This is an optimization exercise on Yosys and OpenROAD, whose aim is small area and a short achievable clock period, not a production implementation.
Function was checked by simulation only, so behaviour that the tests miss may differ from the original.
Power figures rest on the tool's default switching activity, not on a simulated workload.

## job 9664
## fp_multiplier
module fp_multiplier(input [31:0] a, input [31:0] b, output [31:0] out, input clk,
	input rst, input in_valid, output out_valid);
	wire [7:0] ea = a[30:23], eb = b[30:23];
	wire za = ~|ea, zb = ~|eb, ia = &ea, ib = &eb;
	wire fn = (ia & zb) | (za & ib);            
	wire fo = ia | ib;                          
	wire fz = (za | zb) & ~fo;                  
	wire [1:0] cl_s0 = {fo, fz | fn};           
	wire sg_s0 = (a[31] ^ b[31]) & ~fz & ~fn;
	wire [7:0] e_s0 = ea + eb + 8'd129;         
  ...
export LEC_CHECK = 0
export CAP_MARGIN = 20
export CORE_MARGIN = 2
export CORE_UTILIZATION = 40
export CTS_BUF_LIST = sky130_fd_sc_hd__clkbuf_8
export CTS_CLUSTER_DIAMETER = 100
export CTS_CLUSTER_SIZE = 16
export GPL_TIMING_DRIVEN = 0
export SLEW_MARGIN = 20
export SYNTH_HIERARCHICAL = 1
create_clock -name core_clock -period 2.5 [get_ports {clk}]
run.sh (not shown) runs the stock make flow with config.mk's settings and CLKGATE_MAP_FILE= SYNTH_SCRIPT=/design/flow/synth_recipe.tcl, a recipe that flattens the netlist after the stock synthesis.
Job 9664 finished all stages; however, its layout fails the closing checks, the failures being negative setup slack.
### job 9664 -> job 1321
- putting SETUP_SLACK_MARGIN at 0.05 where nothing was set
- clearing GPL_TIMING_DRIVEN, which used to be 0
- Job 1321 ran to completion and came out clean on the timing, DRC and antenna checks.
- The final reports for job 1321 and job 9664 show number of clock buffer instances in the layout lower in the former.
- From job 9664 to job 1321, inverter count did not move at all.
- Compare job 9664 and job 1321 | final-stage net count lower: job 1321
- [job 1321] cell count fell 1.5% relative to job 9664

========
Another version of the RTL of fp_multiplier (not shown whole).
Size in the first run: ~2000 cells after synthesis, about 360 flip-flops, ~100 I/O pins, about 21000 sq um of cells after synthesis.
Design fp_multiplier, start of the top module:
module fp_multiplier(input [31:0] a, input [31:0] b, output [31:0] out, input clk,
	input rst, input in_valid, output out_valid);
	wire [7:0] ea = a[30:23], eb = b[30:23];
	wire za = ~|ea, zb = ~|eb, ia = &ea, ib = &eb;
	wire fn = (ia & zb) | (za & ib);            
	wire fo = ia | ib;                          
	wire fz = (za | zb) & ~fo;                  
	wire [1:0] cl_s0 = {fo, fz | fn};           
	wire sg_s0 = (a[31] ^ b[31]) & ~fz & ~fn;
	wire [7:0] e_s0 = ea + eb + 8'd129;         
  ...
clock: 2.5 ns
lec_check: 0
cap_margin: 20
core_margin: 2
core_utilization: 40
cts_buf_list: sky130_fd_sc_hd__clkbuf_8
cts_cluster_diameter: 100
cts_cluster_size: 16
setup_slack_margin: 0.075
slew_margin: 20
synth_hierarchical: 1
The baseline produced a clean layout.
Edit:
--- a/flow/config.mk
+++ b/flow/config.mk
@@ -14 +13,0 @@
-export SETUP_SLACK_MARGIN = 0.075
The changed run produced a layout that fails on negative setup slack.
Worst hold slack got worse by 0.088 ns.
Wire length goes up slightly.
Synthesized area stays the same.
Final area decreases slightly.

========
== run A ==
fp_multiplier with an RTL version that a note above also has.
Size in the first run: ~2000 cells after synthesis, about 360 flip-flops, about 100 I/O pins, roughly 22000 um^2 of cells after synthesis.
Settings: LEC_CHECK=0, CAP_MARGIN=20, CORE_MARGIN=2, CORE_UTILIZATION=40, CTS_BUF_LIST=sky130_fd_sc_hd__clkbuf_8, CTS_CLUSTER_DIAMETER=100, CTS_CLUSTER_SIZE=16, SLEW_MARGIN=20, SYNTH_HIERARCHICAL=1; clock period 2.5 ns.
Relative to run A, the following input files were edited for run B:
Settings: putting SETUP_SLACK_MARGIN at 0.4 where nothing was set.
Notes after the runs:
- Compared to run A, the router laid down more metal wire for run B.
- Changes observed in run B relative to run A: final design instance area without fill grew by 14%, global-route usage saw an increase, footprint of the flip-flops and latches picked up an extra 1.7%, sequential group share of total power has decreased.
Here is what was changed in the inputs of run C compared with run B.
Settings: changing CTS_BUF_LIST from sky130_fd_sc_hd__clkbuf_8 to sky130_fd_sc_hd__clkbuf_4 sky130_fd_sc_hd__clkbuf_8; removing SETUP_SLACK_MARGIN (formerly 0.4).
Results
In summary, run C completed successfully, with a layout that passed the timing, DRC and antenna checks. Compare run B and run C | total power consumption of the routed design higher: run B. Looking at critical path start-end classification, the flip-flop to output pin result is from run B; the flip-flop to flip-flop one comes from run C. Going from run B to run C, layout clock buffer count shows a reduction of 1, count of cells resized by post-cts repair fell by 304, via count -4.5%. Comparing run B and run C, setup slack is higher on run C.

## re-timing with driven ports
The results above use ideal ports. As a check the final layouts listed here were re-extracted and re-timed, cells and wires unchanged. Step 1 assumes that a clkbuf_16 drives the clock port and a buf_2 every other input. Step 2, shift: input delay + t, output delay - t, t = (earliest + latest rising clock arrival at the registers) / 2. This alone moves slack from input paths to output paths. Slacks: no drivers / after step 1 / after step 2; pairs: no drivers / after step 1.
run | t (ns) | setup WS [ns] | worst data-port slew with drivers (ns)
job 9664 | 0.692 | -0.039 / -0.039 / -0.554 | 0.04
job 1321 | 0.680 | 0.056 / 0.056 / -0.567 | 0.05
the first run of note 2 | 0.710 | 0.090 / 0.090 / -0.466 | 0.06
the second run of note 2 | 0.692 | -0.067 / -0.121 / -0.519 | 0.05
run A | 0.677 | 0.058 / 0.029 / -0.548 | 0.04
run B | 0.665 | 0.036 / -0.019 / -0.245 | 0.06
run C | 0.677 | 0.058 / 0.029 / -0.548 | 0.04
With both steps, setup timing fails in 5 of these runs, where it was met with ideal ports. For job 1321, which loses most, drivers alone change the setup slack by 0.000 ns; drivers and shift together by -0.623 ns.
